Context: an optimization exercise on an open-source flow, tuned for small area and a short achievable clock period. The choices shown serve that exercise and are no tape-out recipe. No functional check of the RTL was part of any run shown here.

==> flow/design.v (outline; a module is shown in full before it is edited, if it fits) <==
// module cordic: 7452 lines
module cordic(clk, angle, sine, cosine);
  // ...
==> flow/run.sh <==
#!/bin/bash
# synth_recipe.tcl (not shown) runs the flow's synth.tcl, then flattens the netlist and writes it again
# the make line also repeats each setting of config.mk as NAME=value (left out here)
make -C /OpenROAD-flow-scripts/flow DESIGN_CONFIG=/design/flow/config.mk WORK_HOME=/design/flow/orfs CLKGATE_MAP_FILE= SYNTH_SCRIPT=/design/flow/synth_recipe.tcl finish
==> flow/config.mk <==
export PLATFORM = sky130hd
export DESIGN_NAME = cordic
export DESIGN_NICKNAME = cordic
export VERILOG_FILES = /design/flow/design.v
export SDC_FILE = /design/flow/constraint.sdc
export NUM_CORES = 4
export LEC_CHECK = 0
export CAP_MARGIN = 20
export CORE_MARGIN = 2
export CORE_UTILIZATION = 40
export CTS_CLUSTER_DIAMETER = 100
export CTS_CLUSTER_SIZE = 30
export SETUP_SLACK_MARGIN = 1.0
export SLEW_MARGIN = 20
==> flow/constraint.sdc <==
create_clock -name core_clock -period 3.5 [get_ports {clk}]
set_input_delay 0.7000 -clock core_clock [delete_from_list [all_inputs] [get_ports {clk}]]
set_output_delay 0.7000 -clock core_clock [all_outputs]
set_load 0.01 [all_outputs]
==> flow_metrics.tcl, run 1 <==
set metrics [dict create \
    outcome "complete, no violations" \
    postCtsSetupBuffers 16 \
    synth_xor_area_share_pct 16.17 \
    synth_top_cells_by_count "544 x dfxtp_1, 358 x xnor2_1, 210 x inv_1, 207 x ha_1, 204 x a21oi_1" \
    placed_cells 4077 \
    drive_above_1_share_pct 8.759 \
    place.gp.congestion 0.8479 \
    synth_simple_gate_area_share_pct 12.49 \
    wl_per_cell_um 12.20 \
    finalCritPeriodShare_pct 70.84 \
    worst_path_max_delay_cell "a311o_1" \
    fillCellCount 6993 \
    cp_max_fo 3 \
    largest_reg_flops 32 \
    clock-sinks 544 \
    areaGrowthSynthToFinish_pct 12.46 \
    num_vias 20380 \
    synthDistinctLibCells 84 \
    r2r-end "x6[14]" \
    final_area_um2 32650 \
    buffers 134 \
    hold_violations 0 \
    min_from "d2_2" \
    grt_max_degree 57 \
    endpoint "x6[14]" \
    slew_viol_final 0 \
    path_cells "inv_2, fa_2, inv_2, a21o_1, a311o_1, a21o_1, a31o_4, a211o_1, fa_2, xor2_1" \
    holdWs_ps 322.5 \
    worstSetupPathDepth 10 \
    cts_resized 82 \
    cp.arrival_ps 2980 \
    clk_latency_ps 600 \
]
==> run 2: changes to the inputs <==
--- a/flow/design.v
+++ b/flow/design.v
@@ -5792,82 +5792,83 @@
   reg s31_1; always @(posedge clk) s31_1 <= a0[31];
   reg s31_2; always @(posedge clk) s31_2 <= s31_1;
   reg s31_3; always @(posedge clk) s31_3 <= s31_2;
   reg s31_4; always @(posedge clk) s31_4 <= s31_3;
   reg s30_1; always @(posedge clk) s30_1 <= a0[30];
   reg s30_2; always @(posedge clk) s30_2 <= s30_1;
   reg s30_3; always @(posedge clk) s30_3 <= s30_2;
   reg s30_4; always @(posedge clk) s30_4 <= s30_3;
-  wire [5:0] tsel = {s31_4, s30_4, d1_4, d2_3, d3_2, d4_1};
+  wire [5:0] tselx = {s31_4, s30_4, d1_4, d2_3, d3_2, d4_1};
+  wire [5:0] tsely = tselx;
   wire [15:0] tx, ty;
   wire [63:0] tx0_tt = 64'h3F33FCFC3F3FFCFC;
   wire [63:0] ty0_tt = 64'hFCFC3F3FCCFC3F3F;
-  assign tx[0] = tx0_tt[tsel];
-  assign ty[0] = ty0_tt[tsel];
+  assign tx[0] = tx0_tt[tselx];
+  assign ty[0] = ty0_tt[tsely];
   wire [63:0] tx1_tt = 64'h7FE2AB02D94CCE67;
   wire [63:0] ty1_tt = 64'h329B40D547FEE673;
-  assign tx[1] = tx1_tt[tsel];
-  assign ty[1] = ty1_tt[tsel];
+  assign tx[1] = tx1_tt[tselx];
+  assign ty[1] = ty1_tt[tsely];
   wire [63:0] tx2_tt = 64'hEA8CDEA91D62B847;
   wire [63:0] ty2_tt = 64'h46B8957B3157E21D;
-  assign tx[2] = tx2_tt[tsel];
-  assign ty[2] = ty2_tt[tsel];
+  assign tx[2] = tx2_tt[tselx];
+  assign ty[2] = ty2_tt[tsely];
   wire [63:0] tx3_tt = 64'h2C1CC7CBDBF2B124;
   wire [63:0] ty3_tt = 64'h4FDBD3E33834248D;
-  assign tx[3] = tx3_tt[tsel];
-  assign ty[3] = ty3_tt[tsel];
+  assign tx[3] = tx3_tt[tselx];
+  assign ty[3] = ty3_tt[tsely];
   wire [63:0] tx4_tt = 64'h9668E99661969679;
   wire [63:0] ty4_tt = 64'h6986699716699E69;
-  assign tx[4] = tx4_tt[tsel];
-  assign ty[4] = ty4_tt[tsel];
+  assign tx[4] = tx4_tt[tselx];
+  assign ty[4] = ty4_tt[tsely];
   wire [63:0] tx5_tt = 64'hEA6F09A815917657;
   wire [63:0] ty5_tt = 64'h89A81590F657EA6E;
-  assign tx[5] = tx5_tt[tsel];
-  assign ty[5] = ty5_tt[tsel];
+  assign tx[5] = tx5_tt[tselx];
+  assign ty[5] = ty5_tt[tsely];
   wire [63:0] tx6_tt = 64'hDCFAA0C423055F3B;
   wire [63:0] ty6_tt = 64'hA0C423055F3BDCFA;
-  assign tx[6] = tx6_tt[tsel];
-  assign ty[6] = ty6_tt[tsel];
+  assign tx[6] = tx6_tt[tselx];
+  assign ty[6] = ty6_tt[tsely];
   wire [63:0] tx7_tt = 64'hE53693581AC96CA7;
   wire [63:0] ty7_tt = 64'h93581AC96CA7E536;
-  assign tx[7] = tx7_tt[tsel];
-  assign ty[7] = ty7_tt[tsel];
+  assign tx[7] = tx7_tt[tselx];
+  assign ty[7] = ty7_tt[tsely];
   wire [63:0] tx8_tt = 64'hFFEB28000014D7FF;
   wire [63:0] ty8_tt = 64'h28000014D7FFFFEB;
-  assign tx[8] = tx8_tt[tsel];
-  assign ty[8] = ty8_tt[tsel];
+  assign tx[8] = tx8_tt[tselx];
+  assign ty[8] = ty8_tt[tsely];
   wire [63:0] tx9_tt = 64'hB7F012FF480FED0;
   wire [63:0] ty9_tt = 64'h12FF480FED00B7F;
-  assign tx[9] = tx9_tt[tsel];
-  assign ty[9] = ty9_tt[tsel];
+  assign tx[9] = tx9_tt[tselx];
+  assign ty[9] = ty9_tt[tsely];
   wire [63:0] tx10_tt = 64'hDF7104FF208EFB0;
   wire [63:0] ty10_tt = 64'h104FF208EFB00DF7;
-  assign tx[10] = tx10_tt[tsel];
-  assign ty[10] = ty10_tt[tsel];
+  assign tx[10] = tx10_tt[tselx];
+  assign ty[10] = ty10_tt[tsely];
   wire [63:0] tx11_tt = 64'hEAF0A8FF150F570;
   wire [63:0] ty11_tt = 64'hA8FF150F5700EAF;
-  assign tx[11] = tx11_tt[tsel];
-  assign ty[11] = ty11_tt[tsel];
+  assign tx[11] = tx11_tt[tselx];
+  assign ty[11] = ty11_tt[tsely];
   wire [63:0] tx12_tt = 64'hA59F065A5A60F9A5;
   wire [63:0] ty12_tt = 64'h65A5A60F9A5A59F;
-  assign tx[12] = tx12_tt[tsel];
-  assign ty[12] = ty12_tt[tsel];
+  assign tx[12] = tx12_tt[tselx];
+  assign ty[12] = ty12_tt[tsely];
   wire [63:0] tx13_tt = 64'h9C7F01C66380FE39;
   wire [63:0] ty13_tt = 64'h1C66380FE399C7F;
-  assign tx[13] = tx13_tt[tsel];
-  assign ty[13] = ty13_tt[tsel];
+  assign tx[13] = tx13_tt[tselx];
+  assign ty[13] = ty13_tt[tsely];
   wire [63:0] tx14_tt = 64'h83FF003E7C00FFC1;
   wire [63:0] ty14_tt = 64'h3E7C00FFC183FF;
-  assign tx[14] = tx14_tt[tsel];
-  assign ty[14] = ty14_tt[tsel];
+  assign tx[14] = tx14_tt[tselx];
+  assign ty[14] = ty14_tt[tsely];
   wire [63:0] tx15_tt = 64'h8000FFFE7FFF0001;
   wire [63:0] ty15_tt = 64'hFFFE7FFF00018000;
-  assign tx[15] = tx15_tt[tsel];
-  assign ty[15] = ty15_tt[tsel];
+  assign tx[15] = tx15_tt[tselx];
+  assign ty[15] = ty15_tt[tsely];
   reg [15:0] x5, y5;   
   always @(posedge clk) begin x5 <= tx; y5 <= ty ^ {16{~z5[26]}}; end
   wire xa5_p0 = x5[0] ^ y5[5];
   wire xa5_g0 = x5[0] & y5[5];
   wire xa5_p1 = x5[1] ^ y5[6];
   wire xa5_g1 = x5[1] & y5[6];
   wire xa5_p2 = x5[2] ^ y5[7];
   wire xa5_g2 = x5[2] & y5[7];
==> flow/flow/run.sh (new file) <==
#!/bin/bash
# Own layout flow: the standard flow (standard.sh) with these changes to how
# the layout is made:
#  1. synthesis is the standard synthesis script (synth_recipe.tcl), but ABC
#     maps the logic without the slow 4-high stacked cells (patch_abc.py) and
#     without first mapping adders to fa/ha cells (ADDER_MAP_FILE empty);
#     registers are mapped before ABC, so they are the standard synthesis's;
#  2. port buffers are buf_2 cells instead of the delay cell buffer_ports picks;
#  3. the resizer may swap a cell for any cell of the same function.
# Each step's full output goes to a log file in this folder.
set -uo pipefail
here=$(pwd)
rm -rf "$here/myscripts"
cp -r "$FLOW_HOME/scripts" "$here/myscripts"
python3 flow/patch_abc.py "$here/myscripts/synth_preamble.tcl" > patch.log 2>&1 || exit 1
bash standard.sh SCRIPTS_DIR="$here/myscripts" ADDER_MAP_FILE= synth > synth.log 2>&1 || exit 1
export BUFFER_PORTS_ARGS="-buffer_cell sky130_fd_sc_hd__buf_2"
bash standard.sh MATCH_CELL_FOOTPRINT=0 finish > layout.log 2>&1
==> flow/flow/patch_abc.py (new file) <==
# Adds -dont_use for the slow 4-high stacked cells to ABC's arguments only.
import sys
p = sys.argv[1]
s = open(p).read()
anchor = 'set abc_args [list -script $abc_script \\\n  {*}$lib_args {*}$lib_dont_use_args -constr $::env(OBJECTS_DIR)/abc.constr]\n'
assert anchor in s, "anchor not found"
cells = ("a2111o a2111oi o2111a o2111ai a311o a311oi o311a o311ai a41o a41oi o41a o41ai "
         "or4 or4b or4bb nor4 nor4b nor4bb and4 and4b and4bb a221o a221oi o221a o221ai "
         "a222oi a32o a32oi o32a o32ai").split()
extra = "foreach c {%s} {\n  lappend abc_args -dont_use sky130_fd_sc_hd__${c}_*\n}\n" % " ".join(cells)
open(p, "w").write(s.replace(anchor, anchor + extra))
print("patched", p)
==> flow/standard.sh (new file) <==
#!/bin/bash
# synth_recipe.tcl (not shown) runs the flow's synth.tcl, then flattens the netlist and writes it again
# the make line also repeats each setting of config.mk as NAME=value (left out here)
make -C /OpenROAD-flow-scripts/flow DESIGN_CONFIG=/design/flow/config.mk WORK_HOME=/design/flow/orfs CLKGATE_MAP_FILE= SYNTH_SCRIPT=/design/flow/synth_recipe.tcl "${@:-finish}"
--- a/flow/config.mk
+++ b/flow/config.mk
@@ -5,10 +5,10 @@
 export SDC_FILE = /design/flow/constraint.sdc
 export NUM_CORES = 4
 export LEC_CHECK = 0
 export CAP_MARGIN = 20
 export CORE_MARGIN = 2
 export CORE_UTILIZATION = 40
 export CTS_CLUSTER_DIAMETER = 100
 export CTS_CLUSTER_SIZE = 30
-export SETUP_SLACK_MARGIN = 1.0
+export SETUP_SLACK_MARGIN = 1.3
 export SLEW_MARGIN = 20
removed: flow/run.sh
==> flow_metrics.tcl, run 2 <==
set metrics [dict create \
    outcome "complete, no violations" \
    die_area_um2 70790 \
    areaGrowthSynthToFinish_pct 23.43 \
    drv_cap 0 \
    rsz0062_at_grt "true" \
    cts_tree "yes" \
    finalCritPeriodShare_pct 79.53 \
    ant_nets 0 \
    worst_hold_path_type "in -> reg" \
    setup_violations 0 \
    largest_register "a0" \
    clk_latency_ps 590 \
    final_common_cell "xnor2_1" \
    grt_pass1_wl_um 87360 \
    core_um2 68350 \
    grt-ovfl-total 0 \
    firstDrtPassIters 5 \
    synth_cells 3174 \
    seq_area_um2 11160 \
    antenna_found_initial 0 \
    yosysSeqAreaShare_pct 39.64 \
    critPathKind "reg -> reg" \
    ys_warn_count 1 \
    min_period_ps 2783 \
    nets 3439 \
    clock-sinks 544 \
    fillCellCount 6281 \
    syn_area_um2 27470 \
    grt_use_met1_pct 16.48 \
    grt-busiest-layer "met2" \
    cts_hold_buffers 0 \
    cp.arrival_ps 3310 \
    syn_avg_cell_area_um2 8.655 \
    ys.flop_type "dfxtp_1" \
    numCtsBuffers 25 \
    postLayoutCoreUtil_pct 49.61 \
    required_ps 4030 \
    synth-edff-count 0 \
    synthDistinctLibCells 62 \
    synth.most_common_cell "dfxtp_1" \
    drt-initial-drc-count 1097 \
    synth_top_cells_by_count "544 x dfxtp_1, 509 x xnor2_1, 243 x nor2_1, 223 x nand2_1, 174 x a21oi_1" \
    relSlewSlack_pct 52.74 \
    largest_reg_flops 32 \
    dieWidth_um 266.1 \
    synth_seq_cells 544 \
    path_clk_slew_ps 100 \
    row_count 96 \
    yosysTopAreaCell "dfxtp_1" \
    synthArstFlopShare_pct 0 \
    num_io_pins 65 \
    initial_core_util_pct 40.19 \
    port-buffer-count 64 \
    slew_viol_final 0 \
    grt_util_met3_pct 1.359 \
    wl_per_cell_um 12.37 \
    worst_pin_slew_ps 707.7 \
    cts_root_buf "clkbuf_16" \
    routed_wl_um 53210 \
    synth_area_leaders "dfxtp_1 40%, xnor2_1 16%, xor2_1 5.5%" \
    cts_max_path_buffers 3 \
    layout_common_cells "499 x xnor2_1, 435 x dfxtp_1, 235 x buf_4, 205 x nor2_1, 199 x nand2_1" \
    setup_ws_ps 716.6 \
    top_regs "a0 (32), z2 (30), z3 (29)" \
    netlist.area_leader.share_pct 39.64 \
    dp_hpwl_um 35860 \
    crit_path_end_kind "flip-flop" \
    holdWs_ps 204.9 \
    htree_levels 1 \
    start_kind "flip-flop" \
    hold_violations 0 \
    grt_max_degree 62 \
    multi_input_area_um2 17820 \
    drive_above_1_share_pct 26.20 \
    num_vias 21200 \
    clock_skew_ps 15.46 \
    fp.dieH_um 266.1 \
    tns_ps 0 \
    diodes 0 \
    via_per_inst 4.927 \
    dpl_worst_slack_ps 521.2 \
    syn_nets 3207 \
    grtUsageTotal_pct 14.14 \
    drc 0 \
    cp_max_fo 4 \
    met2_usage_pct 27.29 \
    grt_pass1_vias 19320 \
    fmax_ghz 0.3593 \
    place.gp.congestion 0.8355 \
]
run 2: cell types whose count changed after synthesis, sizes merged, moves of 23 or more:
cell / delta
a21oi: -30
xnor2: +151
ha: -207
a21o: -33
nand3: +25
maj3: +39
o22ai: +26
nand2: +52
inv: -117
fa: -56
nor2: +65
nor3: +25
and3: +23
nor2b: +29
run 2: area by class of cell:
class | instances | share of cell area (%)
Inverter | 98 | 1.126
Clock inverter | 14 | 0.4539
Sequential cell | 544 | 32.91
Multi-Input combinational cell | 2391 | 52.56
Clock buffer | 27 | 1.930
Tap cell | 882 | 3.255
Timing Repair Buffer | 346 | 7.772
run 2: kinds of logic after synthesis:
kind of cell / after synthesis / share of synthesized area, %
simple gates: 976 / 17.51
compound gates: 642 / 14.44
flops: 544 / 39.64
fa+ha+maj: 39 / 1.453
buf+inv: 239 / 3.311
xor+xnor: 682 / 21.74
mux: 52 / 1.899
run 2: through the flow:
| step | cells | instance area [um2] |
|---|---|---|
| 2_1_floorplan | 3174 | 28230 |
| 3_3_place_gp | 3999 | 29180 |
| 3_5_place_dp | 4000 | 29200 |
| 4_1_cts | 4228 | 32340 |
| 5_1_grt | 4302 | 33910 |
| 6_report | 4302 | 33910 |
run 2: worst max-delay path, cell delays in order (launching register included):
cell and delay [ps]:
dfxtp_4 380, a21boi_4 190, o31ai_4 70, maj3_2 310
maj3_2 320, maj3_2 330, nand4bb_4 230, or3_4 340
or3_1 330, o21ai_2 70, xor2_1 140
run 2: final timing paths:
check,from,to,slack (ps),depth (start not counted)
setup / recovery,y10[10],x11[14],720,10
hold / removal,angle[12],a0[12],200,1
setup reg to reg,y10[10],x11[14],720,10
hold reg to reg,d2_1,d2_2,320,0
run 2: what timing repair did:
item / in CTS / in global routing
setup endpoints to repair: 175 / 187
pin swaps: 190 / 191
setup buffers: 187 / 74
cloned: 0 / 0
resized for setup: 278 / 246
run 2: routing by layer:
metal / routed length (um) / part of all wire [%]
met1: 22810 / 43
met3: 1258 / 2.4
met4: 1107 / 2.1
met5: 0 / 0
met2: 28040 / 53
==> run 3: changes to the inputs <==
--- a/flow/flow/run.sh
+++ b/flow/flow/run.sh
@@ -2,7 +2,7 @@
 # Own layout flow: the standard flow (standard.sh) with these changes to how
 # the layout is made:
 #  1. synthesis is the standard synthesis script (synth_recipe.tcl), but ABC
-#     maps the logic without the slow 4-high stacked cells (patch_abc.py) and
+#     maps the logic without the slow 4-high stacked cells and a few slow two-stage cells (patch_abc.py) and
 #     without first mapping adders to fa/ha cells (ADDER_MAP_FILE empty);
 #     registers are mapped before ABC, so they are the standard synthesis's;
 #  2. port buffers are buf_2 cells instead of the delay cell buffer_ports picks;
--- a/flow/flow/patch_abc.py
+++ b/flow/flow/patch_abc.py
@@ -6,7 +6,7 @@
 assert anchor in s, "anchor not found"
 cells = ("a2111o a2111oi o2111a o2111ai a311o a311oi o311a o311ai a41o a41oi o41a o41ai "
          "or4 or4b or4bb nor4 nor4b nor4bb and4 and4b and4bb a221o a221oi o221a o221ai "
-         "a222oi a32o a32oi o32a o32ai").split()
+         "a222oi a32o a32oi o32a o32ai maj3 or3 or3b and3b o31a a31o o2bb2a a2bb2o").split()
 extra = "foreach c {%s} {\n  lappend abc_args -dont_use sky130_fd_sc_hd__${c}_*\n}\n" % " ".join(cells)
 open(p, "w").write(s.replace(anchor, anchor + extra))
 print("patched", p)
==> flow_metrics.tcl, run 3 <==
set metrics [dict create \
    outcome "complete, no violations" \
    port-buffer-count 64 \
    postLayoutCoreUtil_pct 48.75 \
    grt_util_met3_pct 1.598 \
    initial_core_util_pct 40.23 \
    largest_reg_flops 32 \
    dpl_worst_slack_ps 835.9 \
    routed_wl_um 54900 \
    ys.flop_type "dfxtp_1" \
    cp.arrival_ps 2850 \
    synth.most_common_cell "dfxtp_1" \
    numCtsBuffers 26 \
    fp.dieH_um 268.9 \
    num_io_pins 65 \
    cts_hold_buffers 0 \
    nets 3516 \
    synth_area_leaders "dfxtp_1 39%, xnor2_1 16%, xor2_1 5.3%" \
    hold_end "a0[2]" \
    cp_max_fo 4 \
    cp-startpoint "x6[6]" \
    clock-sinks 544 \
    layout_common_cells "514 x xnor2_1, 425 x dfxtp_1, 255 x nor2_1, 240 x nand2_1, 215 x buf_4" \
    setup_violations 0 \
    holdWs_ps 198.3 \
    synth_top_cells_by_count "544 x dfxtp_1, 515 x xnor2_1, 285 x nor2_1, 259 x nand2_1, 205 x a21oi_1" \
    drc 0 \
    htree_levels 1 \
    required_ps 4000 \
    largest_register "a0" \
    clk_latency_ps 600 \
    synthDistinctLibCells 71 \
    hold_violations 0 \
    yosysSeqAreaShare_pct 38.79 \
    synthArstFlopShare_pct 0 \
    hold_depth 1 \
    rsz0062_at_grt "true" \
    cts_tree "yes" \
    drv_cap 0 \
    r2r_cells 12 \
    start_kind "flip-flop" \
    met2_usage_pct 26.91 \
    r2r-end "y7[13]" \
    antenna_found_initial 0 \
    top_regs "a0 (32), z2 (30), z3 (29)" \
    grt_pass1_wl_um 89400 \
    syn_area_um2 28070 \
    synth_cells 3301 \
    min_period_ps 2353 \
    crit_path_end_kind "flip-flop" \
    fillCellCount 6611 \
    grt-ovfl-total 0 \
    place.gp.congestion 0.8456 \
    tns_ps 0 \
    relSlewSlack_pct 28.32 \
    grt-busiest-layer "met2" \
    fmax_ghz 0.4250 \
    core_um2 69790 \
    setup_ws_ps 1147 \
    worst_hold_path_type "in -> reg" \
    min_from "angle[2]" \
    clock_skew_ps 31.34 \
    grt_use_met1_pct 16.95 \
    ant_nets 0 \
    netlist.area_leader.share_pct 38.79 \
    areaGrowthSynthToFinish_pct 21.18 \
    yosysTopAreaCell "dfxtp_1" \
    cts_root_buf "clkbuf_16" \
    grt_pass1_vias 19590 \
    grtUsageTotal_pct 14.31 \
    fin_cells 4439 \
    syn_avg_cell_area_um2 8.505 \
    cts_max_path_buffers 3 \
    grt_max_degree 65 \
    place_area_um2 29420 \
    ff2ff_setup_slack_ps 1150 \
    placed_cells 4174 \
    final_common_cell "xnor2_1" \
    diodes 0 \
    final_area_um2 34020 \
    finalCritPeriodShare_pct 67.23 \
    synth_seq_cells 544 \
    rr_startpoint "x6[6]" \
    wl_per_cell_um 12.37 \
    worst_pin_slew_ps 1074 \
    num_vias 21860 \
    critPathKind "reg -> reg" \
    die_area_um2 72320 \
    via_per_inst 4.924 \
    drt-initial-drc-count 1009 \
    path_clk_slew_ps 110 \
    ys_warn_count 1 \
    row_count 97 \
    dp_hpwl_um 36980 \
    drive_above_1_share_pct 23.95 \
    slew_viol_final 0 \
    dieWidth_um 268.9 \
    synth-edff-count 0 \
    firstDrtPassIters 5 \
    syn_nets 3334 \
]
-- run 3: cell count changes after synthesis, sizes merged, moves of 18 or more --
cell,delta
nand2,+38
buf,+25
a21oi,+33
o21ai,+18
or3,-37
nor2,+44
maj3,-39
-- run 3: final cells by class --
| cell class | instances | area (um2) | share of cell area, % |
|---|---|---|---|
| multi-input combinational | 2506 | 18130 | 53.28 |
| sequential | 544 | 11190 | 32.90 |
| timing repair buffer | 307 | 2258 | 6.638 |
| tap | 940 | 1176 | 3.457 |
| clock buffer | 29 | 683.2 | 2.008 |
| inverter | 97 | 382.9 | 1.125 |
| clock inverter | 15 | 193.9 | 0.5700 |
| timing repair inverter | 1 | 5.005 | 0.01471 |
-- run 3: worst max-delay path, stage by stage (launching register included) --
cell,delay [ps]
dfxtp_4,370
nor2b_4,130
a21o_1,170
a211o_1,240
o211ai_1,90
buf_4,180
a21oi_4,70
o31ai_4,350
buf_4,170
nand4_1,90
a21oi_1,160
o21ai_1,100
xnor2_1,140
-- run 3: worst max path at each step --
| stage | depth (start not counted) | end |
|---|---|---|
| 2_1_floorplan | 11 | y6[11] |
| 3_3_place_gp | 10 | x11[15] |
| 3_5_place_dp | 10 | x11[15] |
| 4_1_cts | 10 | y6[14] |
| 5_1_grt | 11 | x11[15] |
| 6_report | 12 | y7[13] |
-- run 3: kinds of logic (layout without fill, tap and decap cells) --
| family | after synthesis | after routing | share of synthesized area (%) |
|---|---|---|---|
| compound gates | 713 | 713 | 16.20 |
| mux | 57 | 57 | 2.032 |
| xor+xnor | 687 | 687 | 21.46 |
| buf+inv | 252 | 449 | 3.588 |
| simple gates | 1048 | 1049 | 17.92 |
| flops | 544 | 544 | 38.79 |
-- run 3: repair_timing --
item | 4_1_cts | 5_1_grt
gates resized for setup | 297 | 280
setup buffers | 134 | 85
setup endpoints to repair | 172 | 164
gates cloned | 1 | 1
pin swaps | 151 | 203
-- run 3: routing by layer --
metal	wire (um)	vias to the layer above
met3	1739	106
met4	1530	0
met2	28190	342
met5	0	-
met1	23430	9854
li1	-	11560

port drivers added, routing unchanged:
The flow's constraints put no driver on any port. The routed layouts listed below were extracted and timed again, unchanged, in two steps.
Step 1 sets driving cells, clkbuf_16 on the clock port and buf_2 on the other inputs (assumed; they add their load-dependent delay and slew).
Step 2, shift: input delay + t, output delay - t, t = (earliest + latest rising clock arrival at the registers) / 2. This alone moves slack from input paths to output paths.
a / b / c = ideal ports / drivers / drivers and shift; a / b = the first two.
run	t (ns)	setup slack, ns	hold slack, ns	worst data-port slew with drivers (ns)
run 1	0.642	1.021 / 1.021 / 1.021	0.322 / 0.322 / 0.322	0.04
run 2	0.640	0.717 / 0.717 / 0.717	0.205 / 0.165 / 0.325	0.04
run 3	0.648	1.147 / 1.147 / 1.147	0.198 / 0.158 / 0.314	0.05
After both steps every run listed still meets setup and hold.
